Source: an optimization exercise on an open RTL-to-GDS flow (aim: small area, a short achievable clock period and few clock cycles). Production flows keep margins and buffers that such runs may drop.
The RTL was checked by simulation tests, not by an equivalence proof against the original design.
Power is estimated from default activity; no workload was simulated.

==> design/flow/design.v <==
module riscie(
	input clk,
	input reset,
	output [31:0] imem_addr,
	input [31:0] imem_rdata,
	output [31:0] dmem_addr,
	output [31:0] dmem_wdata,
	output dmem_we,
	input [31:0] dmem_rdata
);
	reg [31:1] pc;
	assign imem_addr = {pc, 1'b0};
	wire [31:0] fi = imem_rdata;
	wire f_beq = fi[6:0] == 7'b1100011 && fi[14:12] == 3'b000;
	wire f_pred = f_beq && (fi[19:15] == fi[24:20] || fi[31]);
	wire [12:1] f_immb = {fi[31], fi[7], fi[30:25], fi[11:8]};
	wire [11:0] f_g = pc[12:1] & f_immb;
	wire [11:0] f_p = pc[12:1] ^ f_immb;
	wire [11:0] fg [0:4];
	wire [11:0] fp [0:4];
	assign fg[0] = f_g;
	assign fp[0] = f_p;
	genvar fk, fj;
	generate
		for (fk = 0; fk < 4; fk = fk + 1) begin : fks
			for (fj = 0; fj < 12; fj = fj + 1) begin : fksbit
				if (fj >= (1 << fk)) begin : fksop
					assign fg[fk+1][fj] = fg[fk][fj] | (fp[fk][fj] & fg[fk][fj - (1 << fk)]);
					assign fp[fk+1][fj] = fp[fk][fj] & fp[fk][fj - (1 << fk)];
				end else begin : fkspass
					assign fg[fk+1][fj] = fg[fk][fj];
					assign fp[fk+1][fj] = fp[fk][fj];
				end
			end
		end
	endgenerate
	wire [11:0] f_lo = f_p ^ {fg[4][10:0], 1'b0};
	wire f_cout = fg[4][11];
	wire [31:13] pc_hi_inc = pc[31:13] + 19'd1;
	wire [31:13] pc_hi_dec = pc[31:13] - 19'd1;
	wire [31:13] f_hi1 = fi[31] ? pc[31:13] : pc_hi_inc;    
	wire [31:13] f_hi0 = fi[31] ? pc_hi_dec : pc[31:13];    
	wire [31:13] f_hi = f_cout ? f_hi1 : f_hi0;
	wire [31:1] f_target = {f_hi, f_lo};
	wire [31:1] pc_plus4 = pc + 31'd2;
	reg [31:0] d_inst;
	reg [31:1] d_alt;    
	reg d_pred, d_valid;
	reg [31:1] d_sel1, d_sel2;   
	wire [4:0] d_rs1 = d_inst[19:15];
	wire [4:0] d_rs2 = d_inst[24:20];
	wire [4:0] d_rd = d_inst[11:7];
	wire [6:0] d_op = d_inst[6:0];
	wire d_isR = d_op == 7'b0110011;
	wire d_isI = d_op == 7'b0010011;
	wire d_isL = d_op == 7'b0000011;
	wire d_isS = d_op == 7'b0100011;
	wire d_isB = d_op == 7'b1100011;
	wire d_we = d_valid && (d_isR || d_isI || d_isL) && d_rd != 5'd0;
	wire d_uses2 = d_isR || d_isS || d_isB;
	reg [31:0] e_a;    
	reg [31:0] e_b;    
	reg [31:0] e_sd;   
	reg [31:1] e_alt;
	reg [4:0] e_rd;
	reg e_fwds, e_sub, e_and, e_or;
	reg e_we, e_ld, e_st, e_br, e_pred;
	reg [31:0] m_res, m_wdata;
	reg [31:0] m_fa, m_fb;   
	reg [4:0] m_rd;
	reg m_we, m_ld, m_st;
	reg [31:0] rf [1:31];
	wire [31:0] wb_data = m_ld ? dmem_rdata : m_res;
	always @(posedge clk)
		if (m_we)
			rf[m_rd] <= wb_data;
	reg [31:0] r1, r2;
	integer i;
	always @(*) begin
		r1 = 32'd0;
		r2 = 32'd0;
		for (i = 1; i < 32; i = i + 1) begin
			r1 = r1 | (rf[i] & {32{d_sel1[i]}});
			r2 = r2 | (rf[i] & {32{d_sel2[i]}});
		end
	end
	wire byp1 = m_we && m_rd == d_rs1;
	wire byp2 = m_we && m_rd == d_rs2;
	wire [31:0] d_a = byp1 ? wb_data : r1;
	wire [31:0] d_b = byp2 ? wb_data : r2;
	reg stall_q;
	wire stall = stall_q;
	wire f_isB = fi[6:0] == 7'b1100011;
	wire f_uses2 = fi[6:0] == 7'b0110011 || f_isB;
	wire stall_next = !stall && d_valid && d_isL && d_rd != 5'd0 &&
		(fi[19:15] == d_rd || (f_uses2 && fi[24:20] == d_rd));
	wire [31:0] d_imm = d_isS ? {{20{d_inst[31]}}, d_inst[31:25], d_inst[11:7]} :
		{{20{d_inst[31]}}, d_inst[31:20]};
	wire d_sub = d_isR && d_inst[30];
	wire [31:0] d_op2 = (d_isR || d_isB) ? d_b : d_imm;
	wire d_fwda = e_we && e_rd == d_rs1;
	wire d_fwdb = e_we && e_rd == d_rs2 && (d_isR || d_isB);
	wire [31:0] x_a = e_a | m_fa;
	wire [31:0] x_b = e_b | m_fb;
	wire [31:0] x_g = x_a & x_b;
	wire [31:0] x_p = x_a ^ x_b;
	wire [31:0] kg [0:5];
	wire [31:0] kp [0:5];
	assign kg[0] = {x_g[31:1], x_g[0] | (x_p[0] & e_sub)};
	assign kp[0] = x_p;
	genvar k, j;
	generate
		for (k = 0; k < 5; k = k + 1) begin : ks
			for (j = 0; j < 32; j = j + 1) begin : ksbit
				if (j >= (1 << k)) begin : ksop
					assign kg[k+1][j] = kg[k][j] | (kp[k][j] & kg[k][j - (1 << k)]);
					assign kp[k+1][j] = kp[k][j] & kp[k][j - (1 << k)];
				end else begin : kspass
					assign kg[k+1][j] = kg[k][j];
					assign kp[k+1][j] = kp[k][j];
				end
			end
		end
	endgenerate
	wire [31:0] x_c = {kg[5][30:0], e_sub};   
	wire x_logic = e_and | e_or;
	wire [31:0] x_lres = e_and ? (x_a & x_b) : (x_a | x_b);
	wire [31:0] x_r0 = x_logic ? x_lres : x_p;
	wire [31:0] x_r1 = x_logic ? x_lres : ~x_p;
	wire [31:0] x_res = (x_c & x_r1) | (~x_c & x_r0);
	wire [31:0] x_fa0 = x_r0 & {32{d_fwda}};
	wire [31:0] x_fa1 = x_r1 & {32{d_fwda}};
	wire [31:0] x_fb0 = (x_r0 ^ {32{d_sub}}) & {32{d_fwdb}};
	wire [31:0] x_fb1 = (x_r1 ^ {32{d_sub}}) & {32{d_fwdb}};
	wire x_eq = x_a == x_b;
	wire [31:0] x_sd = e_fwds ? wb_data : e_sd;
	wire redirect = e_br && (x_eq != e_pred);
	assign dmem_addr = m_res;
	assign dmem_wdata = m_wdata;
	assign dmem_we = m_st;
	always @(posedge clk) begin
		if (reset)
			pc <= 31'd0;
		else if (redirect)
			pc <= e_alt;
		else if (!stall)
			pc <= f_pred ? f_target : pc_plus4;
		stall_q <= !reset && stall_next;
		if (reset || redirect)
			d_valid <= 1'b0;
		else if (!stall)
			d_valid <= 1'b1;
		if (!stall) begin
			d_inst <= fi;
			d_alt <= f_pred ? pc_plus4 : f_target;
			d_pred <= f_pred;
			for (i = 1; i < 32; i = i + 1) begin
				d_sel1[i] <= fi[19:15] == i;
				d_sel2[i] <= fi[24:20] == i;
			end
		end
		e_a <= d_a & {32{!d_fwda}};
		e_b <= (d_op2 ^ {32{d_sub}}) & {32{!d_fwdb}};
		e_sd <= d_b;
		e_alt <= d_alt;
		e_rd <= d_rd;
		e_fwds <= e_we && e_rd == d_rs2;
		e_sub <= d_sub;
		e_and <= d_isR && d_inst[14:12] == 3'b111;
		e_or <= d_isR && d_inst[14:12] == 3'b110;
		e_pred <= d_pred;
		if (reset || redirect || stall || !d_valid) begin
			e_we <= 1'b0;
			e_ld <= 1'b0;
			e_st <= 1'b0;
			e_br <= 1'b0;
		end else begin
			e_we <= d_we;
			e_ld <= d_isL && d_we;
			e_st <= d_isS;
			e_br <= d_isB && d_inst[14:12] == 3'b000;
		end
		m_res <= x_res;
		m_fa <= (x_c & x_fa1) | (~x_c & x_fa0);
		m_fb <= (x_c & x_fb1) | (~x_c & x_fb0);
		m_wdata <= x_sd;
		m_rd <= e_rd;
		if (reset) begin
			m_we <= 1'b0;
			m_ld <= 1'b0;
			m_st <= 1'b0;
		end else begin
			m_we <= e_we;
			m_ld <= e_ld;
			m_st <= e_st;
		end
	end
endmodule
==> design/flow/run.sh <==
#!/bin/bash
# synth_recipe.tcl (not shown) runs the flow's synth.tcl, then flattens the netlist and writes it again
# the make line also repeats each setting of config.mk as NAME=value (left out here)
make -C /OpenROAD-flow-scripts/flow DESIGN_CONFIG=/design/flow/config.mk WORK_HOME=/design/flow/orfs CLKGATE_MAP_FILE= SYNTH_SCRIPT=/design/flow/synth_recipe.tcl finish
==> design/flow/config.mk <==
export PLATFORM = sky130hd
export DESIGN_NAME = riscie
export DESIGN_NICKNAME = riscie
export VERILOG_FILES = /design/flow/design.v
export SDC_FILE = /design/flow/constraint.sdc
export NUM_CORES = 4
export LEC_CHECK = 0
export CAP_MARGIN = 20
export CELL_PAD_IN_SITES_DETAIL_PLACEMENT = 1
export CORE_MARGIN = 2
export CORE_UTILIZATION = 40
export PLACE_DENSITY = 0.5
export SETUP_SLACK_MARGIN = 4.8
export SLEW_MARGIN = 20
==> design/flow/constraint.sdc <==
create_clock -name core_clock -period 8.0 [get_ports {clk}]
set_input_delay 1.6000 -clock core_clock [delete_from_list [all_inputs] [get_ports {clk}]]
set_output_delay 1.6000 -clock core_clock [all_outputs]
set_load 0.01 [all_outputs]
==> results by group, run 1 <==
Status
  – Status: no timing/DRC/antenna violations

Drt
  – WL per Instance: 42.9 µm
  – Drt drc: 0
  – 1st-pass router iterations: 10
  – Total routed wirelength: 300,000 µm
  – Initial drt markers: 9,412
  – Vias/cell: 7.18
  – ANT nets after route: 0
  – Vias: 50,200

Critical path
  – CP max stage cell: fa_2
  – Crit Path Max Fanout: 8
  – CP cell instances: buf_8 > ha_4 > inv_4 > fa_2 > nor2b_2 > o31a_1 > o2111ai_2 > a31oi_4 > buf_6 > buf_16 > buf_12 > a311oi_1 > a211oi_1 > xnor2_1 > o21ai_0
  – Reg2Reg Setup Slack: 4.62 ns
  – Worst Setup SP: imem_rdata[8]
  – CP delay by family, top: compound AO/OA/AOI/OAI gates
  – Nature of the critical path startpoint: input pin
  – CP Data Required Time: 8.69 ns
  – RR Startpoint: d_sel1[7]$_DFFE_PN_
  – WS Path Type: input pin to flop
  – Critical Path AT: 4.07 ns
  – Cells on worst reg2reg path: 6
  – Critical path capture point type: flop
  – CP peak stage delay: 0.36 ns
  – RR Endpoint: e_a[13]$_DFF_P_
  – Worst path bufs/invs: 5

STA
  – Tcrit/Tclk final: 0.422
  – Fmax: 296 MHz
  – Setup_tns: 0 ns
  – Rel. slew slack: 0.172
  – Fin. Hold Viols: 0
  – Final Setup Violations: 0
  – Final Max Slew Viols: 0
  – Final worst path period need: 3.38 ns
  – Worst Slack Setup Final: 4.62 ns
  – Unrepaired setup endpoints after global routing: true
  – Worst-margin pin slew: 1.24 ns
  – Setup Skew: 0.0391 ns

Placed design
  – Routability cong.: 0.923
  – Pre-CTS setup slack: 2.80 ns
  – DPL Wire Length: 166,000 µm
  – Port Buffers: 161

Min path
  – Worst Hold Path Cells: 0
  – Hold WC Path Type: flop to flop
  – Worst Hold End: e_alt[16]$_DFF_P_
  – Hold Path Origin: d_alt[16]$_DFFE_PN_

Pwr
  – Sequential share of power: 0.476
  – Gate power share: 0.140
  – Psw: 0.00511 W
  – Pwr Density: 259 mW/mm²
  – Worst vdd ir: 232 µV
  – Internal cell power: 0.0136 W
  – Pleak: 24.9 nW
  – Sw Share: 0.273
  – Total power: 0.0187 W
  – Clk pwr share: 0.385

Clock network
  – CTS tree: done
  – H-tree Lvls: 4
  – Clk sinks: 1,428
  – Clock latency (worst-skew pair): 0.80 ns
  – Clock Path Buffers: 3
  – CTS buffer count: 154
  – CTS clk-pin slew, worst paths: 0.06 ns
  – Clock Tree Root: clkbuf_16

Yosys
  – Syn Inst Count: 4,558
  – Seq/Total Area, Yosys: 0.658
  – EDFF count, synth: 1,118
  – Synthesized area: 0.0604 mm²
  – Syn. warnings: 1
  – #FFs+latches synth: 1,428
  – Syn nets: 4,704
  – Most numerous cell in the Yosys netlist: edfxtp_1
  – Commonest cells post-synth: 1,118 x edfxtp_1, 365 x a221oi_1, 358 x a22o_1
  – Ranking of synthesized cells by area: edfxtp_1 56%, dfxtp_1 10%, a221oi_1 5.3%
  – Post-Syn Area per Cell: 13.3 µm²
  – Yosys top cell area share: 0.555
  – Synth async-reset ratio: 0
  – Ys flop type: edfxtp_1
  – Synth cell types: 83
  – Yosys top cell by area: edfxtp_1

Finish
  – NumNets Final: 4,980
  – Filler cells: 15,100
  – P&R area growth vs syn: 19.6%
  – Share of layout cells above drive strength 1: 0.179

GRT
  – Antenna violations before repair: 15
  – Total global-route track usage: 0.378
  – Global route overflow: 0
  – Largest net degree at the start of global routing: 59
  – Vias in the first global route: 48,600
  – First-pass GRT wire length: 400,000 µm

Floorplanning
  – Core ar.: 0.150 mm²
  – Die ar.: 0.154 mm²
  – Die height: 393 µm
  – Initial Util: 0.403
  – Num ports: 163
  – Die X: 393 µm
  – Core Rows: 142

Flow run
  – Max_cap viols: 0
==> timing repair <==
item                                    in CTS  in global routing
hold buffers                                 0                  0
pin swaps                                   35                 48
buffers inserted                            38                 35
resized for setup                          304                139
endpoints found under the setup margin     245                129
cloned                                      10                  3
==> layer usage <==
layer / vias up / track usage / wire (µm)
met5: - / 0.00638 / 238
met2: 4456 / 0.549 / 126000
met3: 1245 / 0.118 / 40600
met4: 16 / 0.253 / 24400
met1: 25500 / 0.482 / 108000
li1: 19000 / - / -
==> power by group through the flow <==
stage               combinational (W)  clock, W  sequential [W]
floorplan                     0.00120         0         0.00905
global placement              0.00236         0         0.00907
detailed placement            0.00240         0         0.00908
CTS                           0.00242   0.00722         0.00891
global route                  0.00273   0.00749         0.00893
finish                        0.00262   0.00720         0.00891
==> flip-flops by register name, summed over array words and instances (netlist names), 5 cells and up <==
register / flops
rf: 992
d_inst: 32
e_a: 32
e_b: 32
e_sd: 32
m_fa: 32
m_fb: 32
m_res: 32
m_wdata: 32
d_alt: 31
d_sel1: 31
d_sel2: 31
e_alt: 31
pc: 31
e_rd: 5
m_rd: 5
==> cell families after synthesis <==
kind of cell / after synthesis / share of synthesized area
flip-flops: 1428 / 0.658
other: 1 / 0.0000620
buffers and inverters: 459 / 0.0292
multiplexers: 68 / 0.0119
AO/OA/AOI/OAI: 1422 / 0.184
XOR/XNOR: 135 / 0.0196
AND/OR/NAND/NOR: 965 / 0.0802
adder cells (fa/ha/maj): 80 / 0.0167
==> final cells by class <==
cell class	instances	area [µm²]	area share
repair inverters	3	18.8	0.000260
clock inverters	80	774	0.0107
flip-flops and latches	1428	39900	0.552
multi-input cells	2674	20500	0.283
diodes	14	35.0	0.000485
clock buffers	200	4180	0.0578
inverters	133	544	0.00753
repair buffers	440	3870	0.0536
well taps	2016	2520	0.0349
==> metrics by stage <==
step	instance area, µm²	util	cells	hold slack [ns]
floorplan	60800	-	4558	0.323
global placement	65300	0.435	6605	0.324
detailed placement	65300	0.436	6607	0.328
CTS	71300	0.475	6935	0.336
global route	72300	0.482	6976	0.339
finish	72300	0.482	6988	0.329
==> how the worst max path moves through the flow <==
stage,to,slack (ns),cells past startpoint
floorplan,pc[13]$_SDFFE_PP0P_,4.17,12
global placement,pc[13]$_SDFFE_PP0P_,2.77,10
detailed placement,pc[17]$_SDFFE_PP0P_,2.80,10
CTS,d_alt[25]$_DFFE_PN_,4.65,10
global route,pc[17]$_SDFFE_PP0P_,4.49,13
finish,pc[24]$_SDFFE_PP0P_,4.62,15
==> placed cells by master (no fill, tap or decap), drive strengths merged, types with 18 or more instances in the layout <==
cell type and instances:
xor2 54, edfxtp 1118, or2 68, a22o 359, or3 18, a211oi 26, nor4 27, dlygate4sd2 106
a222oi 64, nor2 321, mux2 29, clkinv 57, inv 140, a22oi 186, nand2b 20, nand2 102
and3 58, a31oi 19, o21ai 84, mux2i 39, clkdlybuf4s50 43, clkbuf 205, a221oi 366, nand3 53
nand4 150, o22ai 37, xnor2 81, buf 279, a21oi 182, dfxtp 310, nor3 95, ha 79
Testbench counts, summed over its fixed seeds: cycles 59,624.
==> run 2, diff against run 1 <==
--- a/design/flow/config.mk
+++ b/design/flow/config.mk
@@ -11,2 +11,5 @@
 export CORE_UTILIZATION = 40
+export CTS_BUF_LIST = sky130_fd_sc_hd__clkbuf_8
+export CTS_CLUSTER_DIAMETER = 50
+export CTS_CLUSTER_SIZE = 16
 export PLACE_DENSITY = 0.5
==> results by group, run 2 <==
Status
  – Status: no timing/DRC/antenna violations

GRT
  – First-pass GRT wire length: 399,000 µm (-0.20%)
  – Total global-route track usage: 0.377 (-0.000518)
  – Largest net degree at the start of global routing: 59 (unchanged)
  – Vias in the first global route: 48,400 (-0.44%)
  – Antenna violations before repair: 16 (+1)
  – Global route overflow: 0 (unchanged)

Floorplanning
  – Core ar.: 0.150 mm² (unchanged)
  – Die ar.: 0.154 mm² (unchanged)
  – Core Rows: 142 (unchanged)
  – Num ports: 163 (unchanged)
  – Die height: 393 µm (unchanged)
  – Die X: 393 µm (unchanged)
  – Initial Util: 0.403 (unchanged)

Pwr
  – Clk pwr share: 0.323 (-0.062)
  – Sequential share of power: 0.524 (+0.048)
  – Sw Share: 0.296 (+0.0228)
  – Gate power share: 0.153 (+0.013)
  – Pleak: 24.1 nW (-3.1%)
  – Psw: 0.00502 W (-1.8%)
  – Worst vdd ir: 155 µV (-33%)
  – Internal cell power: 0.0120 W (-12%)
  – Pwr Density: 240 mW/mm² (-7.4%)
  – Total power: 0.0170 W (-9.3%)

Yosys
  – Yosys top cell by area: edfxtp_1
  – #FFs+latches synth: 1,428 (unchanged)
  – Synthesized area: 0.0604 mm² (unchanged)
  – Xor-xnor portion of the synthesized cell area: 0.0196 (unchanged)
  – Simple-Gate Fraction of Synth Area: 0.0802 (unchanged)
  – Adder-Cell Fraction of Synth Area: 0.0167 (unchanged)
  – Commonest cells post-synth: 1,118 x edfxtp_1, 365 x a221oi_1, 358 x a22o_1
  – Syn. warnings: 1 (unchanged)
  – Ranking of synthesized cells by area: edfxtp_1 56%, dfxtp_1 10%, a221oi_1 5.3%
  – Syn Inst Count: 4,558 (unchanged)
  – Synth cell types: 83 (unchanged)
  – Synth async-reset ratio: 0 (unchanged)
  – Mux cell area share after synthesis: 0.0119 (unchanged)
  – Most numerous cell in the Yosys netlist: edfxtp_1
  – Combinational family with the most area after synthesis: compound AO/OA/AOI/OAI gates
  – Yosys top cell area share: 0.555 (unchanged)
  – Compound-Gate Fraction of Synth Area: 0.184 (unchanged)
  – Ys flop type: edfxtp_1
  – Post-Syn Area per Cell: 13.3 µm² (unchanged)
  – EDFF count, synth: 1,118 (unchanged)
  – Seq/Total Area, Yosys: 0.658 (unchanged)
  – Syn nets: 4,704 (unchanged)

Placed design
  – Routability cong.: 0.923 (unchanged)
  – Port Buffers: 161 (unchanged)
  – DPL Wire Length: 166,000 µm (unchanged)

Critical path
  – Crit Path Max Fanout: 16 (+8)
  – Nature of the critical path startpoint: input pin
  – WS Path Type: input pin to flop
  – Critical path capture point type: flop
  – CP Data Required Time: 8.65 ns (-0.04 ns)
  – Critical Path AT: 4.12 ns (+0.05 ns)

STA
  – Tcrit/Tclk final: 0.434 (+0.0119)
  – Unrepaired setup endpoints after global routing: true
  – Final hold slack: 0.333 ns (+0.00433 ns)
  – Final Max Slew Viols: 0 (unchanged)
  – Rel. slew slack: 0.0811 (-0.0912)
  – Setup Skew: 0.0721 ns (+0.0330 ns)
  – Worst-margin pin slew: 1.34 ns (+0.0985 ns)
  – Fmax: 288 MHz (-2.7%)
  – Fin. Hold Viols: 0 (unchanged)
  – Final worst path period need: 3.47 ns (+0.0950 ns)
  – Setup_tns: 0 ns (unchanged)
  – Final Setup Violations: 0 (unchanged)

Drt
  – Total routed wirelength: 299,000 µm (-0.26%)
  – 1st-pass router iterations: 9 (-1)
  – Drt drc: 0 (unchanged)
  – Initial drt markers: 9,001 (-4.4%)
  – Vias: 49,800 (-0.69%)
  – WL per Instance: 42.7 µm (-0.42%)
  – Vias/cell: 7.12 (-0.84%)
  – ANT nets after route: 0 (unchanged)

Finish
  – Share of layout cells above drive strength 1: 0.189 (+0.0102)
  – Filler cells: 15,200 (+0.86%)
  – Commonest non-fill, non-tap cell in the layout: edfxtp_1
  – Max reg flops: 992 (unchanged)
  – P&R area growth vs syn: 17.1%
  – Final Util: 0.472 (-0.0102)
  – NumNets Final: 4,991 (+0.22%)
  – Top reg by flops: rf
  – Commonest cells after routing, fill and taps aside: 1,118 x edfxtp_1, 363 x a221oi_1, 358 x a22o_1, 282 x nor2_1, 268 x dfxtp_1

Clock network
  – CTS tree: done
  – Clock Tree Root: clkbuf_8
  – Clock Path Buffers: 3 (unchanged)
  – Clk sinks: 1,428 (unchanged)
  – H-tree Lvls: 4 (unchanged)
  – CTS clk-pin slew, worst paths: 0.09 ns (+0.03 ns)
  – CTS buffer count: 149 (-3.2%)
  – Clock latency (worst-skew pair): 0.95 ns (+0.15 ns)
  – Cts hold-fix bufs: 0 (unchanged)

Min path
  – Hold WC Path Type: flop to flop

Flow run
  – Max_cap viols: 0 (unchanged)
[run 2: path summary, 6_finish.rpt]
kind | startpoint | to | slack, ns | cells after the start
min | d_alt[9]$_DFFE_PN_ | e_alt[9]$_DFF_P_ | 0.33 | 0
max reg2reg | d_inst[16]$_DFFE_PN_ | e_a[0]$_DFF_P_ | 4.67 | 7
max | dmem_rdata[6] | e_a[6]$_DFF_P_ | 4.53 | 5
min reg2reg | d_alt[9]$_DFFE_PN_ | e_alt[9]$_DFF_P_ | 0.33 | 0
[run 2: repair_timing]
item | CTS | global route
gates cloned | 9 | 3
pin swaps | 30 | 45
endpoints found under the setup margin | 281 | 129
resized for setup | 360 | 142
buffers inserted | 60 | 30
[run 2: layout make-up]
class / count / area, µm² / share of cell area
multi-input cells: 2674 / 20300 / 0.287
repair inverters: 3 / 18.8 / 0.000265
flip-flops and latches: 1428 / 39900 / 0.564
clock inverters: 116 / 1240 / 0.0175
clock buffers: 156 / 2150 / 0.0303
well taps: 2016 / 2520 / 0.0356
inverters: 133 / 528 / 0.00746
diodes: 17 / 42.5 / 0.000601
repair buffers: 456 / 4020 / 0.0568
[run 2: power groups by stage]
stage	combinational [W]	sequential (W)	clock, W
2_1_floorplan	0.00120	0.00905	0
3_3_place_gp	0.00236	0.00907	0
3_5_place_dp	0.00240	0.00908	0
4_1_cts	0.00242	0.00890	0.00550
5_1_grt	0.00272	0.00892	0.00577
6_report	0.00260	0.00890	0.00549
[run 2: metal layers]
layer  global-route usage  part of all wire  vias to the layer above
met5              0.00319           0.00033                        -
met4                0.249             0.080                       14
met3                0.117              0.13                     1115
met2                0.550              0.42                     4376
met1                0.483              0.36                    25300
li1                     -                 -                    19000
[run 2: cell families after synthesis]
logic type,Yosys count
other cells,1
xor+xnor,135
fa+ha+maj,80
flops,1428
simple gates,965
mux,68
compound gates,1422
buf+inv,459
[run 2: critical path, cell delays in order]
cell and delay, ns:
clkdlybuf4s50_1 0.40, mux2i_1 1.03, clkinvlp_4 0.69, nor2_1 0.21
a211oi_1 0.18
[run 2: metrics by stage]
step                instance area (µm²)  setup slack [ns]  instances
floorplan                         60800              4.17       4558
global placement                  65300              2.77       6605
detailed placement                65300              2.80       6607
CTS                               69800              4.80       6948
global route                      70700              4.56       6985
finish                            70800              4.53       6999
==> run 3, diff against run 2 <==
--- a/design/flow/config.mk
+++ b/design/flow/config.mk
@@ -14,3 +14,3 @@
 export CTS_CLUSTER_SIZE = 16
-export PLACE_DENSITY = 0.5
+export PLACE_DENSITY = 0.6
 export SETUP_SLACK_MARGIN = 4.8
==> results by group, run 3 <==
Status
  – Status: no timing/DRC/antenna violations

Critical path
  – Critical Path AT: 4.31 ns (+0.19 ns)
  – Worst Setup SP: m_rd[4]$_DFF_P_
  – WS Path Type: flop to flop
  – RR Endpoint: e_a[26]$_DFF_P_
  – CP Data Required Time: 8.82 ns (+0.17 ns)
  – Crit Path Max Fanout: 37 (+21)
  – Reg2Reg Setup Slack: 4.50 ns (-0.17 ns)
  – Cells on worst reg2reg path: 6 (-1)
  – Critical path capture point type: flop
  – Nature of the critical path startpoint: flop
  – RR Startpoint: m_rd[4]$_DFF_P_

STA
  – Final Setup Violations: 0 (unchanged)
  – Setup_tns: 0 ns (unchanged)
  – Unrepaired setup endpoints after global routing: true
  – Final worst path period need: 3.50 ns (+0.0225 ns)
  – Final Max Slew Viols: 0 (unchanged)
  – Rel. slew slack: 0.226 (+0.145)
  – Fmax: 286 MHz (-0.64%)
  – Tcrit/Tclk final: 0.437 (+0.00282)
  – Setup Skew: 0.0547 ns (-0.0174 ns)
  – Worst-margin pin slew: 1.16 ns (-0.179 ns)
  – Fin. Hold Viols: 0 (unchanged)

Pwr
  – Psw: 0.00488 W (-2.9%)
  – Pwr Density: 233 mW/mm² (-2.9%)
  – Clk pwr share: 0.295 (-0.028)
  – Sequential share of power: 0.545 (+0.021)
  – Sw Share: 0.298 (+0.00227)
  – Gate power share: 0.160 (+0.007)
  – Worst vdd ir: 199 µV (+29%)
  – Pleak: 23.8 nW (-1.6%)
  – Total power: 0.0164 W (-3.6%)
  – Internal cell power: 0.0115 W (-3.9%)

Yosys
  – Post-Syn Area per Cell: 13.3 µm² (unchanged)
  – Syn nets: 4,704 (unchanged)
  – Ys flop type: edfxtp_1
  – Synth async-reset ratio: 0 (unchanged)
  – Yosys top cell by area: edfxtp_1
  – Yosys top cell area share: 0.555 (unchanged)
  – Syn Inst Count: 4,558 (unchanged)
  – Seq/Total Area, Yosys: 0.658 (unchanged)
  – Synthesized area: 0.0604 mm² (unchanged)
  – Commonest cells post-synth: 1,118 x edfxtp_1, 365 x a221oi_1, 358 x a22o_1
  – Ranking of synthesized cells by area: edfxtp_1 56%, dfxtp_1 10%, a221oi_1 5.3%
  – Most numerous cell in the Yosys netlist: edfxtp_1
  – EDFF count, synth: 1,118 (unchanged)
  – Syn. warnings: 1 (unchanged)
  – #FFs+latches synth: 1,428 (unchanged)
  – Synth cell types: 83 (unchanged)

Drt
  – Initial drt markers: 11,800 (+31%)
  – 1st-pass router iterations: 15 (+6)
  – Vias/cell: 7.42 (+4.2%)
  – ANT nets after route: 0 (unchanged)
  – Vias: 51,400 (+3.2%)
  – Drt drc: 0 (unchanged)
  – Total routed wirelength: 290,000 µm (-2.9%)
  – WL per Instance: 41.9 µm (-1.9%)

Finish
  – Commonest cells after routing, fill and taps aside: 1,118 x edfxtp_1, 360 x a221oi_1, 358 x a22o_1, 278 x nor2_1, 257 x dfxtp_1
  – Non-filler cells, final: 6,931 (-0.97%)
  – Area of the multi-input gates: 0.0207 mm² (+1.6%)
  – Final Util: 0.468 (-0.00353)
  – Filler cells: 15,200 (-0.26%)
  – Sequential cell area: 0.0399 mm² (about the same)
  – Max reg flops: 992 (unchanged)
  – Share of layout cells above drive strength 1: 0.194 (+0.00467)
  – NumNets Final: 4,941 (-1.0%)
  – Finished Cell Area: 0.0702 mm² (-0.75%)
  – Commonest non-fill, non-tap cell in the layout: edfxtp_1
  – P&R area growth vs syn: 16.2%
  – Top reg by flops: rf

Clock network
  – Clock Tree Root: clkbuf_8
  – CTS tree: done
  – Clk sinks: 1,428 (unchanged)
  – Clock latency (worst-skew pair): 0.97 ns (+0.02 ns)
  – Cts hold-fix bufs: 0 (unchanged)
  – Clock Path Buffers: 3 (unchanged)
  – CTS clk-pin slew, worst paths: 0.10 ns (about the same)
  – CTS buffer count: 133 (-11%)
  – H-tree Lvls: 4 (unchanged)

Placed design
  – Dpl cells: 6,563 (-0.67%)
  – Cell Area, Placed: 0.0649 mm² (-0.57%)
  – DPL Wire Length: 157,000 µm (-5.7%)
  – Port Buffers: 161 (unchanged)
  – Routability cong.: 0.957 (+3.7%)

GRT
  – Total global-route track usage: 0.360 (-0.0177)
  – Largest net degree at the start of global routing: 80 (+36%)
  – Global route overflow: 0 (unchanged)
  – Antenna violations before repair: 14 (-2)
  – Vias in the first global route: 50,000 (+3.1%)
  – First-pass GRT wire length: 388,000 µm (-2.8%)

Flow run
  – Max_cap viols: 0 (unchanged)

Min path
  – Worst Hold Path Cells: 0 (unchanged)
  – Hold WC Path Type: flop to flop
  – Hold Path Origin: d_alt[12]$_DFFE_PN_
  – Worst Hold End: e_alt[12]$_DFF_P_

Floorplanning
  – Num ports: 163 (unchanged)
  – Die height: 393 µm (unchanged)
  – Die ar.: 0.154 mm² (unchanged)
  – Core Rows: 142 (unchanged)
  – Initial Util: 0.403 (unchanged)
  – Die X: 393 µm (unchanged)
  – Core ar.: 0.150 mm² (unchanged)
run 3: cell count changes in the layout (fill, tap and decap cells not counted), moves of 12 or more:
cell,previous run,this run
buf_4,267,225
clkdlybuf4s15_2,15,46
dlygate4sd2_1,56,25
clkdlybuf4s15_1,28,15
inv_6,29,16
clkbuf_8,156,144
run 3: critical path, cell delays in order (launching register included):
cell and delay [ns]:
dfxtp_1 0.61, xor2_1 0.12, nor4_1 0.48, nand3_4 0.70
buf_4 0.60, o22ai_1 0.67, nor2_1 0.08
run 3: worst max-delay path by stage:
| stage | slack [ns] | to |
|---|---|---|
| CTS | 4.69 | e_b[29]$_DFF_P_ |
| finish | 4.50 | e_a[26]$_DFF_P_ |
| floorplan | 4.17 | pc[13]$_SDFFE_PP0P_ |
| global placement | 2.62 | pc[17]$_SDFFE_PP0P_ |
| global route | 4.50 | pc[17]$_SDFFE_PP0P_ |
| detailed placement | 2.51 | pc[17]$_SDFFE_PP0P_ |
run 3: timing repair:
item                                    CTS  global route
pin swaps                                45            59
cloned                                    6             1
gates resized for setup                 459           189
endpoints found under the setup margin  247           143
buffers inserted                         79            26
run 3: logic make-up (layout without fill, tap and decap cells):
| family | after synthesis | count (layout) | share of synthesized area |
|---|---|---|---|
| and+or+nand+nor | 965 | 967 | 0.0802 |
| buffers and inverters | 459 | 799 | 0.0292 |
| other | 1 | 13 | 0.0000620 |
| adders and majority gates | 80 | 80 | 0.0167 |
| xor gates and xnor gates | 135 | 135 | 0.0196 |
| DFF | 1428 | 1428 | 0.658 |
| AOI/OAI and AO/OA | 1422 | 1425 | 0.184 |
| muxes | 68 | 68 | 0.0119 |
run 3: area by class of cell:
type	count	share of cell area
Timing Repair inverter	1	0.000160
Multi-Input combinational cell	2676	0.294
Timing Repair Buffer	422	0.0535
Clock buffer	144	0.0282
Clock inverter	99	0.0114
Sequential cell	1428	0.568
Inverter	133	0.00762
Antenna cell	12	0.000427
Tap cell	2016	0.0359
run 3: through the flow:
stage          worst slack [ns]  hold WS [ns]
2_1_floorplan              4.17         0.323
3_3_place_gp               2.62         0.325
3_5_place_dp               2.51         0.328
4_1_cts                    4.69         0.342
5_1_grt                    4.50         0.337
6_report                   4.50         0.340
run 3: power by group through the flow:
stage | registers [W] | logic, W | clock network (W)
5_1_grt | 0.00894 | 0.00270 | 0.00503
4_1_cts | 0.00891 | 0.00234 | 0.00477
2_1_floorplan | 0.00905 | 0.00120 | 0
6_report | 0.00892 | 0.00262 | 0.00483
3_5_place_dp | 0.00908 | 0.00231 | 0
3_3_place_gp | 0.00908 | 0.00224 | 0
run 3: routing by layer:
metal  global-route usage  wire length (µm)
met1                0.454             99000
met2                0.501            119000
met3                0.145             47100
met4                0.246             25400
met5               0.0115               151
==> run 4, diff against run 3 <==
--- a/design/flow/config.mk
+++ b/design/flow/config.mk
@@ -14,4 +14,4 @@
 export CTS_CLUSTER_SIZE = 16
-export PLACE_DENSITY = 0.6
-export SETUP_SLACK_MARGIN = 4.8
+export PLACE_DENSITY = 0.5
+export SETUP_SLACK_MARGIN = 4.9
 export SLEW_MARGIN = 20
==> results by group, run 4 <==
Floorplanning
  – Initial Util: 0.403 (unchanged)
  – Core ar.: 0.150 mm² (unchanged)
  – Die X: 393 µm (unchanged)
  – Core Rows: 142 (unchanged)
  – Die ar.: 0.154 mm² (unchanged)
  – Die height: 393 µm (unchanged)
  – Num ports: 163 (unchanged)

Finish
  – Filler cells: 15,200 (+0.12%)
  – Non-filler cells, final: 7,034 (+1.5%)
  – Share of layout cells above drive strength 1: 0.225 (+0.0318)
  – Top reg by flops: rf
  – Commonest non-fill, non-tap cell in the layout: edfxtp_1
  – Commonest cells after routing, fill and taps aside: 1,118 x edfxtp_1, 362 x a221oi_1, 358 x a22o_1, 284 x buf_4, 274 x nor2_1
  – P&R area growth vs syn: 17.9%
  – Area of the multi-input gates: 0.0207 mm² (+0.31%)
  – Max reg flops: 992 (unchanged)
  – Sequential cell area: 0.0400 mm² (about the same)
  – NumNets Final: 5,027 (+1.7%)

Critical path
  – Crit Path Max Fanout: 5 (-86%)
  – CP Data Required Time: 8.78 ns (-0.04 ns)
  – Nature of the critical path startpoint: input pin
  – Critical path capture point type: flop
  – Critical Path AT: 4.14 ns (-0.17 ns)
  – WS Path Type: input pin to flop

Yosys
  – Synthesized area: 0.0604 mm² (unchanged)
  – Yosys top cell by area: edfxtp_1
  – Commonest cells post-synth: 1,118 x edfxtp_1, 365 x a221oi_1, 358 x a22o_1
  – Syn. warnings: 1 (unchanged)
  – Ranking of synthesized cells by area: edfxtp_1 56%, dfxtp_1 10%, a221oi_1 5.3%
  – Synth cell types: 83 (unchanged)
  – Synth async-reset ratio: 0 (unchanged)
  – Yosys top cell area share: 0.555 (unchanged)
  – Syn Inst Count: 4,558 (unchanged)
  – Syn nets: 4,704 (unchanged)
  – Post-Syn Area per Cell: 13.3 µm² (unchanged)
  – #FFs+latches synth: 1,428 (unchanged)
  – Most numerous cell in the Yosys netlist: edfxtp_1
  – Seq/Total Area, Yosys: 0.658 (unchanged)
  – EDFF count, synth: 1,118 (unchanged)
  – Ys flop type: edfxtp_1

STA
  – Final Max Slew Viols: 0 (unchanged)
  – Setup_tns: 0 ns (unchanged)
  – Fin. Hold Viols: 0 (unchanged)
  – Unrepaired setup endpoints after global routing: true
  – Tcrit/Tclk final: 0.420 (-0.0170)
  – Rel. slew slack: 0.207 (-0.0188)
  – Final worst path period need: 3.36 ns (-0.136 ns)
  – Worst-margin pin slew: 1.19 ns (+0.0282 ns)
  – Worst Slack Setup Final: 4.64 ns (+0.136 ns)
  – Setup Skew: 0.0682 ns (+0.0135 ns)
  – Final Setup Violations: 0 (unchanged)
  – Fmax: 298 MHz (+4.1%)
  – Final hold slack: 0.334 ns (-0.00636 ns)

Drt
  – Vias/cell: 7.13 (-3.9%)
  – Vias: 50,100 (-2.5%)
  – ANT nets after route: 0 (unchanged)
  – WL per Instance: 42.9 µm (+2.3%)
  – 1st-pass router iterations: 10 (-5)
  – Initial drt markers: 9,333 (-21%)
  – Drt drc: 0 (unchanged)
  – Total routed wirelength: 301,000 µm (+3.8%)

Pwr
  – Worst vdd ir: 155 µV (-22%)
  – Pwr Density: 239 mW/mm² (+2.7%)
  – Pleak: 24.4 nW (+2.6%)
  – Total power: 0.0171 W (+4.2%)

Clock network
  – Clock Path Buffers: 3 (unchanged)
  – CTS buffer count: 149 (+12%)
  – Clock latency (worst-skew pair): 0.94 ns (-0.03 ns)
  – Clock Tree Root: clkbuf_8
  – CTS tree: done
  – H-tree Lvls: 4 (unchanged)
  – Cts hold-fix bufs: 0 (unchanged)
  – CTS clk-pin slew, worst paths: 0.10 ns (about the same)
  – Clk sinks: 1,428 (unchanged)

GRT
  – First-pass GRT wire length: 402,000 µm (+3.6%)
  – Vias in the first global route: 48,700 (-2.4%)
  – Antenna violations before repair: 21 (+7)
  – Total global-route track usage: 0.380 (+0.0201)
  – Largest net degree at the start of global routing: 59 (-26%)
  – Global route overflow: 0 (unchanged)

Status
  – Status: no timing/DRC/antenna violations

Flow run
  – Max_cap viols: 0 (unchanged)

Placed design
  – DPL Wire Length: 166,000 µm (+6.0%)
  – Dpl cells: 6,607 (+0.67%)
  – Routability cong.: 0.923 (-3.6%)
  – Port Buffers: 161 (unchanged)
  – Pre-CTS setup slack: 2.80 ns (+0.290 ns)

Min path
  – Hold WC Path Type: flop to flop
run 4: cell counts after synthesis:
No cell type changed its count.
run 4: metrics by stage:
stage / util / cell area [µm²]
2_1_floorplan: - / 60800
3_3_place_gp: 0.435 / 65300
3_5_place_dp: 0.436 / 65300
4_1_cts: 0.468 / 70200
5_1_grt: 0.475 / 71200
6_report: 0.475 / 71300
run 4: routing by layer:
metal	global-route usage	routed length [µm]
met2	0.552	127000
met1	0.484	108000
met3	0.121	40900
met5	0.00255	120
met4	0.251	25100
run 4: where the power goes:
group          internal, W  switching [W]  total (W)
Combinational     0.000782        0.00188    0.00267
Sequential         0.00880       0.000111    0.00891
Clock              0.00242        0.00307    0.00549
Total               0.0120        0.00506     0.0171
run 4: layout make-up:
class / instances / area share
Inverter: 133 / 0.00760
Timing Repair Buffer: 492 / 0.0571
Clock buffer: 156 / 0.0301
Clock inverter: 116 / 0.0174
Multi-Input combinational cell: 2674 / 0.291
Timing Repair inverter: 3 / 0.000298
Tap cell: 2016 / 0.0354
Sequential cell: 1428 / 0.561
Antenna cell: 16 / 0.000562
run 4: path summary, 6_finish.rpt:
path	start	end	slack (ns)	cells past startpoint
max	imem_rdata[8]	pc[19]$_SDFFE_PP0P_	4.64	16
min	d_alt[9]$_DFFE_PN_	e_alt[9]$_DFF_P_	0.33	0
max reg2reg	m_fb[25]$_DFF_P_	pc[21]$_SDFFE_PP0P_	4.76	12
min reg2reg	d_alt[9]$_DFFE_PN_	e_alt[9]$_DFF_P_	0.33	0
run 4: cell families (layout without fill, tap and decap cells):
logic type               Yosys count  in the layout  share of synthesized area
other                              1             17                  0.0000620
multiplexers                      68             68                     0.0119
adder cells (fa/ha/maj)           80             80                     0.0167
AND/OR/NAND/NOR                  965            967                     0.0802
flip-flops                      1428           1428                      0.658
buffers and inverters            459            900                     0.0292
XOR/XNOR                         135            135                     0.0196
AO/OA/AOI/OAI                   1422           1423                      0.184
run 4: worst max-delay path, stage by stage:
cell,delay [ns]
buf_8,0.10
ha_4,0.15
inv_2,0.06
fa_2,0.20
nor2b_2,0.05
o31a_1,0.31
o2111ai_2,0.24
a31oi_4,0.14
buf_6,0.14
buf_12,0.13
clkbuf_16,0.16
nor2_2,0.16
a21oi_4,0.06
a211oi_2,0.27
xnor2_1,0.10
o21ai_0,0.28
run 4: repair_timing:
item | CTS | global route
endpoints found under the setup margin | 368 | 181
buffers inserted | 78 | 47
resized for setup | 696 | 156
pin swaps | 61 | 62
endpoints found under the hold margin | 0 | 0
gates cloned | 12 | 2
==> run 5, diff against run 4 <==
--- a/design/flow/design.v
+++ b/design/flow/design.v
@@ -86,4 +86,3 @@
 	end
-	wire byp1 = m_we && m_rd == d_rs1;
-	wire byp2 = m_we && m_rd == d_rs2;
+	reg byp1, byp2;
 	wire [31:0] d_a = byp1 ? wb_data : r1;
@@ -100,4 +99,5 @@
 	wire [31:0] d_op2 = (d_isR || d_isB) ? d_b : d_imm;
-	wire d_fwda = e_we && e_rd == d_rs1;
-	wire d_fwdb = e_we && e_rd == d_rs2 && (d_isR || d_isB);
+	reg d_fwda, d_fwdb;
+	wire [4:0] n_rs1 = stall ? d_rs1 : fi[19:15];
+	wire [4:0] n_rs2 = stall ? d_rs2 : fi[24:20];
 	wire [31:0] x_a = e_a | m_fa;
@@ -156,7 +156,11 @@
 			d_pred <= f_pred;
-			for (i = 1; i < 32; i = i + 1) begin
-				d_sel1[i] <= fi[19:15] == i;
-				d_sel2[i] <= fi[24:20] == i;
-			end
-		end
+		end
+		for (i = 1; i < 32; i = i + 1) begin
+			d_sel1[i] <= n_rs1 == i;
+			d_sel2[i] <= n_rs2 == i;
+		end
+		byp1 <= !reset && e_we && e_rd == n_rs1;
+		byp2 <= !reset && e_we && e_rd == n_rs2;
+		d_fwda <= !reset && !stall && d_we && d_rd == fi[19:15];
+		d_fwdb <= !reset && !stall && d_we && d_rd == fi[24:20] && (fi[6:0] == 7'b0110011 || f_isB);
 		e_a <= d_a & {32{!d_fwda}};
--- a/design/flow/config.mk
+++ b/design/flow/config.mk
@@ -11,7 +11,4 @@
 export CORE_UTILIZATION = 40
-export CTS_BUF_LIST = sky130_fd_sc_hd__clkbuf_8
-export CTS_CLUSTER_DIAMETER = 50
-export CTS_CLUSTER_SIZE = 16
-export PLACE_DENSITY = 0.5
-export SETUP_SLACK_MARGIN = 4.9
+export PLACE_DENSITY = 0.6
+export SETUP_SLACK_MARGIN = 4.8
 export SLEW_MARGIN = 20
==> results by group, run 5 <==
Yosys
  – Syn nets: 4,773 (+1.5%)
  – Post-Syn Area per Cell: 13.0 µm² (-2.3%)
  – Yosys top cell by area: edfxtp_1
  – EDFF count, synth: 1,056 (-5.5%)
  – Seq/Total Area, Yosys: 0.655 (-0.00348)
  – Ys flop type: edfxtp_1
  – Synthesized area: 0.0599 mm² (-0.83%)
  – Synth cell types: 71 (-14%)
  – Syn. warnings: 1 (unchanged)
  – Commonest cells post-synth: 1,056 x edfxtp_1, 513 x a22oi_1, 376 x dfxtp_1
  – #FFs+latches synth: 1,432 (+0.28%)
  – Ranking of synthesized cells by area: edfxtp_1 53%, dfxtp_1 13%, a22oi_1 6.4%
  – Most numerous cell in the Yosys netlist: edfxtp_1
  – Synth async-reset ratio: 0 (unchanged)
  – Syn Inst Count: 4,627 (+1.5%)
  – Yosys top cell area share: 0.529 (-0.0264)

GRT
  – Antenna violations before repair: 7 (-67%)
  – Vias in the first global route: 49,800 (+2.3%)
  – Largest net degree at the start of global routing: 65 (+10%)
  – Total global-route track usage: 0.358 (-0.0219)
  – First-pass GRT wire length: 383,000 µm (-4.7%)
  – Global route overflow: 0 (unchanged)

Status
  – Status: no timing/DRC/antenna violations

STA
  – Worst-margin pin slew: 1.30 ns (+0.112 ns)
  – Final Max Slew Viols: 0 (unchanged)
  – Fin. Hold Viols: 0 (unchanged)
  – Unrepaired setup endpoints after global routing: true
  – Final Setup Violations: 0 (unchanged)
  – Setup Skew: 0.0547 ns (-0.0134 ns)
  – Setup_tns: 0 ns (unchanged)
  – Rel. slew slack: 0.133 (-0.0745)
  – Final hold slack: 0.337 ns (+0.00326 ns)
  – Tcrit/Tclk final: 0.447 (+0.0272)
  – Fmax: 280 MHz (-6.1%)
  – Final worst path period need: 3.58 ns (+0.218 ns)

Drt
  – Drt drc: 0 (unchanged)
  – Initial drt markers: 10,800 (+15%)
  – 1st-pass router iterations: 9 (-1)
  – ANT nets after route: 0 (unchanged)
  – Total routed wirelength: 285,000 µm (-5.3%)
  – Vias/cell: 7.32 (+2.7%)
  – WL per Instance: 41.3 µm (-3.7%)
  – Vias: 50,600 (+0.96%)

Clock network
  – CTS buffer count: 147 (-1.3%)
  – Cts hold-fix bufs: 0 (unchanged)
  – CTS tree: done
  – Clk sinks: 1,432 (+0.28%)
  – CTS clk-pin slew, worst paths: 0.07 ns (-0.03 ns)
  – Clock Path Buffers: 3 (unchanged)
  – Clock latency (worst-skew pair): 0.82 ns (-0.12 ns)
  – H-tree Lvls: 4 (unchanged)
  – Clock Tree Root: clkbuf_16

Critical path
  – Critical path capture point type: flop
  – Reg2Reg Setup Slack: 4.59 ns (-0.17 ns)
  – CP Data Required Time: 8.55 ns (-0.23 ns)
  – Critical Path AT: 4.13 ns (about the same)
  – RR Endpoint: d_alt[29]$_DFFE_PN_
  – Worst Setup EP: d_alt[29]$_DFFE_PN_
  – RR Startpoint: pc[18]$_SDFFE_PP0P_
  – Cells on worst reg2reg path: 9 (-3)
  – Nature of the critical path startpoint: input pin
  – Worst Setup SP: imem_rdata[30]
  – Crit Path Max Fanout: 7 (+2)
  – WS Path Type: input pin to flop

Min path
  – Hold Path Origin: d_alt[28]$_DFFE_PN_
  – Hold WC Path Type: flop to flop

Pwr
  – Worst vdd ir: 251 µV (+62%)
  – Sequential share of power: 0.483 (-0.039)
  – Gate power share: 0.132 (-0.024)
  – Psw: 0.00496 W (-2.1%)
  – Pwr Density: 259 mW/mm² (+8.1%)
  – Sw Share: 0.269 (-0.0279)
  – Pleak: 24.4 nW (about the same)
  – Clk pwr share: 0.386 (+0.064)
  – Internal cell power: 0.0135 W (+12%)

Floorplanning
  – Core ar.: 0.149 mm² (-0.47%)
  – Die X: 391 µm (-0.41%)
  – Die height: 391 µm (-0.41%)
  – Num ports: 163 (unchanged)
  – Core Rows: 142 (unchanged)
  – Die ar.: 0.153 mm² (-0.83%)
  – Initial Util: 0.402 (-0.00146)

Placed design
  – Routability cong.: 0.976 (+5.7%)
  – DPL Wire Length: 153,000 µm (-7.8%)
  – Port Buffers: 161 (unchanged)

Finish
  – NumNets Final: 4,992 (-0.70%)
  – Commonest cells after routing, fill and taps aside: 1,056 x edfxtp_1, 513 x a22oi_1, 277 x dfxtp_1, 225 x a22o_1, 225 x a221oi_1
  – Commonest non-fill, non-tap cell in the layout: edfxtp_1
  – Max reg flops: 992 (unchanged)
  – Share of layout cells above drive strength 1: 0.171 (-0.0544)
  – Top reg by flops: rf
  – P&R area growth vs syn: 18.9%

Flow run
  – Max_cap viols: 0 (unchanged)
[run 5: power by group through the flow]
stage          Sequential [W]  Combinational, W  Clock, W
3_5_place_dp          0.00905           0.00217         0
3_3_place_gp          0.00905           0.00211         0
4_1_cts               0.00889           0.00218   0.00708
6_report              0.00890           0.00243   0.00711
2_1_floorplan         0.00901           0.00110         0
5_1_grt               0.00891           0.00252   0.00735
[run 5: stage by stage]
| step | power, W | cell area [µm²] | utilization | worst slack, ns | std cells |
|---|---|---|---|---|---|
| detailed placement | 0.0112 | 64400 | 0.431 | 2.79 | 6566 |
| global route | 0.0188 | 71200 | 0.477 | 4.36 | 6905 |
| global placement | 0.0112 | 64400 | 0.431 | 2.88 | 6566 |
| floorplan | 0.0101 | 60100 | - | 4.15 | 4627 |
| finish | 0.0184 | 71300 | 0.477 | 4.42 | 6914 |
| CTS | 0.0181 | 70000 | 0.469 | 4.57 | 6860 |
[run 5: worst min path at each step]
stage	endpoint	slack, ns	depth (start not counted)
detailed placement	e_alt[12]$_DFF_P_	0.33	0
global route	e_alt[28]$_DFF_P_	0.34	0
CTS	e_alt[28]$_DFF_P_	0.34	0
floorplan	e_alt[10]$_DFF_P_	0.32	0
finish	e_alt[28]$_DFF_P_	0.34	0
global placement	e_alt[24]$_DFF_P_	0.32	0
[run 5: cell type report]
cell class	instances	area (µm²)
fill	15000	78000
sequential	1432	39400
multi-input combinational	2757	20600
clock buffer	188	4100
timing repair buffer	372	3290
tap	1944	2430
clock inverter	76	781
inverter	136	546
antenna	9	22.5
[run 5: layer usage]
metal | track usage | vias to the layer above | wire, µm
li1 | - | 18800 | -
met1 | 0.437 | 24900 | 96200
met2 | 0.504 | 5338 | 117000
met3 | 0.151 | 1576 | 45900
met4 | 0.260 | 10 | 26700
met5 | 0.00478 | - | 154
[run 5: worst max-delay path, cell delays in order]
cell	delay, ns
clkdlybuf4s50_1	0.52
ha_4	0.37
and3_1	0.18
o211ai_1	0.12
buf_4	0.19
a31oi_4	0.27
buf_6	0.15
buf_12	0.14
nor4_4	0.05
a31oi_1	0.25
xnor2_1	0.14
nand2_1	0.07
o21ai_1	0.06
[run 5: what timing repair did]
item	in CTS	in global routing
buffers inserted	24	41
pin swaps	22	96
gates resized for setup	260	183
cloned	6	3
setup endpoints to repair	209	135
[run 5: kinds of logic (layout without fill, tap and decap cells)]
| logic type | after synthesis | after routing | synth area share |
|---|---|---|---|
| flip-flops | 1432 | 1432 | 0.655 |
| AO/OA/AOI/OAI | 1423 | 1428 | 0.176 |
| AND/OR/NAND/NOR | 1000 | 1000 | 0.0858 |
| buffers and inverters | 443 | 772 | 0.0281 |
| XOR/XNOR | 154 | 154 | 0.0225 |
| multiplexers | 94 | 94 | 0.0159 |
| adder cells (fa/ha/maj) | 80 | 80 | 0.0168 |
| other | 1 | 10 | 0.0000626 |
Testbench counts of run 5, summed over its fixed seeds: cycles 59,624.
==> run 6, diff against run 5 <==
--- a/design/flow/config.mk
+++ b/design/flow/config.mk
@@ -11,2 +11,5 @@
 export CORE_UTILIZATION = 40
+export CTS_BUF_LIST = sky130_fd_sc_hd__clkbuf_8
+export CTS_CLUSTER_DIAMETER = 50
+export CTS_CLUSTER_SIZE = 16
 export PLACE_DENSITY = 0.6
==> results by group, run 6 <==
Status
  – Status: no timing/DRC/antenna violations

Drt
  – Vias/cell: 7.30 (-0.22%)
  – ANT nets after route: 0 (unchanged)
  – Vias: 50,600 (-0.014%)
  – Initial drt markers: 10,900 (+1.4%)
  – Total routed wirelength: 283,000 µm (-0.75%)
  – WL per Instance: 40.9 µm (-0.95%)
  – Drt drc: 0 (unchanged)
  – 1st-pass router iterations: 9 (unchanged)

Pwr
  – Pwr Density: 235 mW/mm² (-9.2%)
  – Total power: 0.0163 W (-12%)
  – Pleak: 23.6 nW (-3.4%)
  – Worst vdd ir: 205 µV (-18%)

Yosys
  – Yosys top cell by area: edfxtp_1
  – Ranking of synthesized cells by area: edfxtp_1 53%, dfxtp_1 13%, a22oi_1 6.4%
  – Syn Inst Count: 4,627 (unchanged)
  – Synthesized area: 0.0599 mm² (unchanged)
  – Most numerous cell in the Yosys netlist: edfxtp_1
  – Post-Syn Area per Cell: 13.0 µm² (unchanged)
  – Synth async-reset ratio: 0 (unchanged)
  – EDFF count, synth: 1,056 (unchanged)
  – Mux cell area share after synthesis: 0.0159 (unchanged)
  – Syn nets: 4,773 (unchanged)
  – Combinational family with the most area after synthesis: compound AO/OA/AOI/OAI gates
  – Synth cell types: 71 (unchanged)
  – Yosys top cell area share: 0.529 (unchanged)
  – Xor-xnor portion of the synthesized cell area: 0.0225 (unchanged)
  – Commonest cells post-synth: 1,056 x edfxtp_1, 513 x a22oi_1, 376 x dfxtp_1
  – Simple-Gate Fraction of Synth Area: 0.0858 (unchanged)
  – Compound-Gate Fraction of Synth Area: 0.176 (unchanged)
  – Adder-Cell Fraction of Synth Area: 0.0168 (unchanged)
  – #FFs+latches synth: 1,432 (unchanged)
  – Seq/Total Area, Yosys: 0.655 (unchanged)
  – Syn. warnings: 1 (unchanged)
  – Ys flop type: edfxtp_1

Finish
  – Commonest cells after routing, fill and taps aside: 1,056 x edfxtp_1, 513 x a22oi_1, 254 x dfxtp_1, 225 x a221oi_1, 224 x a22o_1
  – Commonest non-fill, non-tap cell in the layout: edfxtp_1
  – P&R area growth vs syn: 15.8%
  – Sequential cell area: 0.0395 mm² (+0.13%)
  – NumNets Final: 5,019 (+0.54%)
  – Filler cells: 15,100 (+1.0%)
  – Max reg flops: 992 (unchanged)
  – Area of the multi-input gates: 0.0205 mm² (-0.92%)
  – Non-filler cells, final: 6,928 (+0.20%)
  – Share of layout cells above drive strength 1: 0.188 (+0.0171)
  – Top reg by flops: rf

GRT
  – Antenna violations before repair: 6 (-1)
  – Largest net degree at the start of global routing: 65 (unchanged)
  – Total global-route track usage: 0.356 (-0.00200)
  – Vias in the first global route: 49,500 (-0.62%)
  – Global route overflow: 0 (unchanged)
  – First-pass GRT wire length: 381,000 µm (-0.47%)

Floorplanning
  – Initial Util: 0.402 (unchanged)
  – Num ports: 163 (unchanged)
  – Core Rows: 142 (unchanged)
  – Die ar.: 0.153 mm² (unchanged)
  – Core ar.: 0.149 mm² (unchanged)
  – Die X: 391 µm (unchanged)
  – Die height: 391 µm (unchanged)

Clock network
  – Clk sinks: 1,432 (unchanged)
  – CTS tree: done
  – CTS buffer count: 134 (-8.8%)
  – CTS clk-pin slew, worst paths: 0.10 ns (+0.03 ns)
  – Clock latency (worst-skew pair): 0.98 ns (+0.16 ns)
  – H-tree Lvls: 4 (unchanged)
  – Cts hold-fix bufs: 0 (unchanged)
  – Clock Path Buffers: 3 (unchanged)
  – Clock Tree Root: clkbuf_8

STA
  – Final Setup Violations: 0 (unchanged)
  – Setup Skew: 0.0762 ns (+0.0214 ns)
  – Tcrit/Tclk final: 0.443 (-0.00422)
  – Final Max Slew Viols: 0 (unchanged)
  – Worst Slack Setup Final: 4.46 ns (+0.0337 ns)
  – Unrepaired setup endpoints after global routing: true
  – Worst-margin pin slew: 1.27 ns (-0.0351 ns)
  – Setup_tns: 0 ns (unchanged)
  – Final worst path period need: 3.54 ns (-0.0337 ns)
  – Rel. slew slack: 0.149 (+0.0164)
  – Fmax: 282 MHz (+0.95%)
  – Fin. Hold Viols: 0 (unchanged)

Flow run
  – Max_cap viols: 0 (unchanged)

Critical path
  – Nature of the critical path startpoint: input pin
  – CP Data Required Time: 8.86 ns (+0.31 ns)
  – Critical path capture point type: flop
  – Critical Path AT: 4.41 ns (+0.28 ns)
  – Crit Path Max Fanout: 7 (unchanged)
  – WS Path Type: input pin to flop

Placed design
  – Pre-CTS setup slack: 2.79 ns (unchanged)
  – DPL Wire Length: 153,000 µm (unchanged)
  – Port Buffers: 161 (unchanged)
  – Routability cong.: 0.976 (unchanged)
  – Dpl cells: 6,566 (unchanged)

Min path
  – Hold WC Path Type: flop to flop
-- run 6: cell count changes in the layout (fill, tap and decap cells not counted), sizes merged, moves of 2 or more --
cell | previous run | this run
buf | 213 | 271
bufbuf | 1 | 3
bufinv | 12 | 10
clkbuf | 191 | 154
clkdlybuf4s15 | 0 | 50
clkinv | 49 | 32
diode | 9 | 5
dlygate4sd2 | 106 | 32
inv | 143 | 183
-- run 6: path summary, 6_finish.rpt --
check                                    startpoint                  end  slack (ns)  cells past startpoint
worst min-delay path            d_alt[28]$_DFFE_PN_    e_alt[28]$_DFF_P_        0.34                      0
worst max register to register    d_sel2[7]$_DFF_P_      e_b[30]$_DFF_P_        4.64                      9
worst min register to register  d_alt[28]$_DFFE_PN_    e_alt[28]$_DFF_P_        0.34                      0
worst max-delay path                 imem_rdata[26]  pc[15]$_SDFFE_PP0P_        4.46                     14
-- run 6: through the flow --
step	instance area, µm²	hold WS [ns]	util
floorplan	60100	0.323	-
global placement	64400	0.324	0.431
detailed placement	64400	0.328	0.431
CTS	68600	0.337	0.459
global route	69400	0.342	0.465
finish	69400	0.337	0.465
-- run 6: final cells by class --
cell class / count / share of cell area
timing repair buffer: 412 / 0.0516
tap: 1944 / 0.0350
clock inverter: 96 / 0.0131
antenna: 5 / 0.000180
sequential: 1432 / 0.569
multi-input combinational: 2757 / 0.295
clock buffer: 146 / 0.0289
inverter: 136 / 0.00786
-- run 6: cell families after synthesis --
kind of cell,after synthesis
AOI/OAI and AO/OA,1423
xor gates and xnor gates,154
adders and majority gates,80
buffers and inverters,443
DFF,1432
muxes,94
other,1
and+or+nand+nor,1000
-- run 6: repair_timing --
action                     4_1_cts  5_1_grt
resized for setup              462      137
cloned                           7        2
setup buffers                   62       40
setup endpoints to repair      200      101
pin swaps                       26       49
-- run 6: per-layer routing --
metal | wire, µm | vias to the layer above | track usage | part of all wire
li1 | - | 18900 | - | -
met1 | 96900 | 24900 | 0.441 | 0.34
met2 | 116000 | 5350 | 0.500 | 0.41
met3 | 45400 | 1479 | 0.145 | 0.16
met4 | 25400 | 6 | 0.255 | 0.090
met5 | 51 | - | 0.000638 | 0.00018
-- run 6: critical path, stage by stage --
cell and delay, ns:
dlygate4sd2_1 0.28, ha_4 0.17, buf_4 0.14, nor3_2 0.25, nor2_1 0.13, o211ai_1 0.13
buf_4 0.19, buf_6 0.14, a31oi_4 0.11, buf_12 0.16, or3_1 0.37, a21oi_1 0.26
xnor2_1 0.16, a211oi_2 0.29
-- run 6: power breakdown --
part           switching (W)  leakage, nW  total (W)  internal, W
clock                0.00286         1.55    0.00497      0.00211
sequential          0.000147         12.7    0.00889      0.00875
combinational        0.00172         9.26    0.00245     0.000727
total                0.00473         23.6     0.0163       0.0116

[separate check: timing with driven ports]
No port has a modelled driver above. Below, the same layouts with a new extraction and two added sets of constraints.
Step 1 assumes that a clkbuf_16 drives the clock port and a buf_2 every other input.
Step 2 times the ports against the registers' clock, not the clock port: input delays grow and output delays shrink by t, the midpoint of the rising clock arrivals with the driver on.
Slacks: ideal / step 1 / step 2; pairs: ideal / step 1.
run | t, ns | setup WS [ns] | clock arrival spread, ns
run 1 | 0.881 | 4.622 / 4.622 / 3.767 | 0.059 / 0.059
run 2 | 0.984 | 4.526 / 4.571 / 3.587 | 0.077 / 0.077
run 3 | 1.038 | 4.504 / 4.504 / 3.522 | 0.069 / 0.069
run 4 | 0.996 | 4.640 / 4.682 / 3.686 | 0.074 / 0.073
run 5 | 0.869 | 4.423 / 4.472 / 3.602 | 0.058 / 0.059
run 6 | 1.022 | 4.456 / 4.508 / 3.486 | 0.076 / 0.076
After both steps every run listed still meets setup and hold. The setup slack of run 3, which loses most, moves by 0.000 ns with the drivers and by -0.982 ns with both steps.
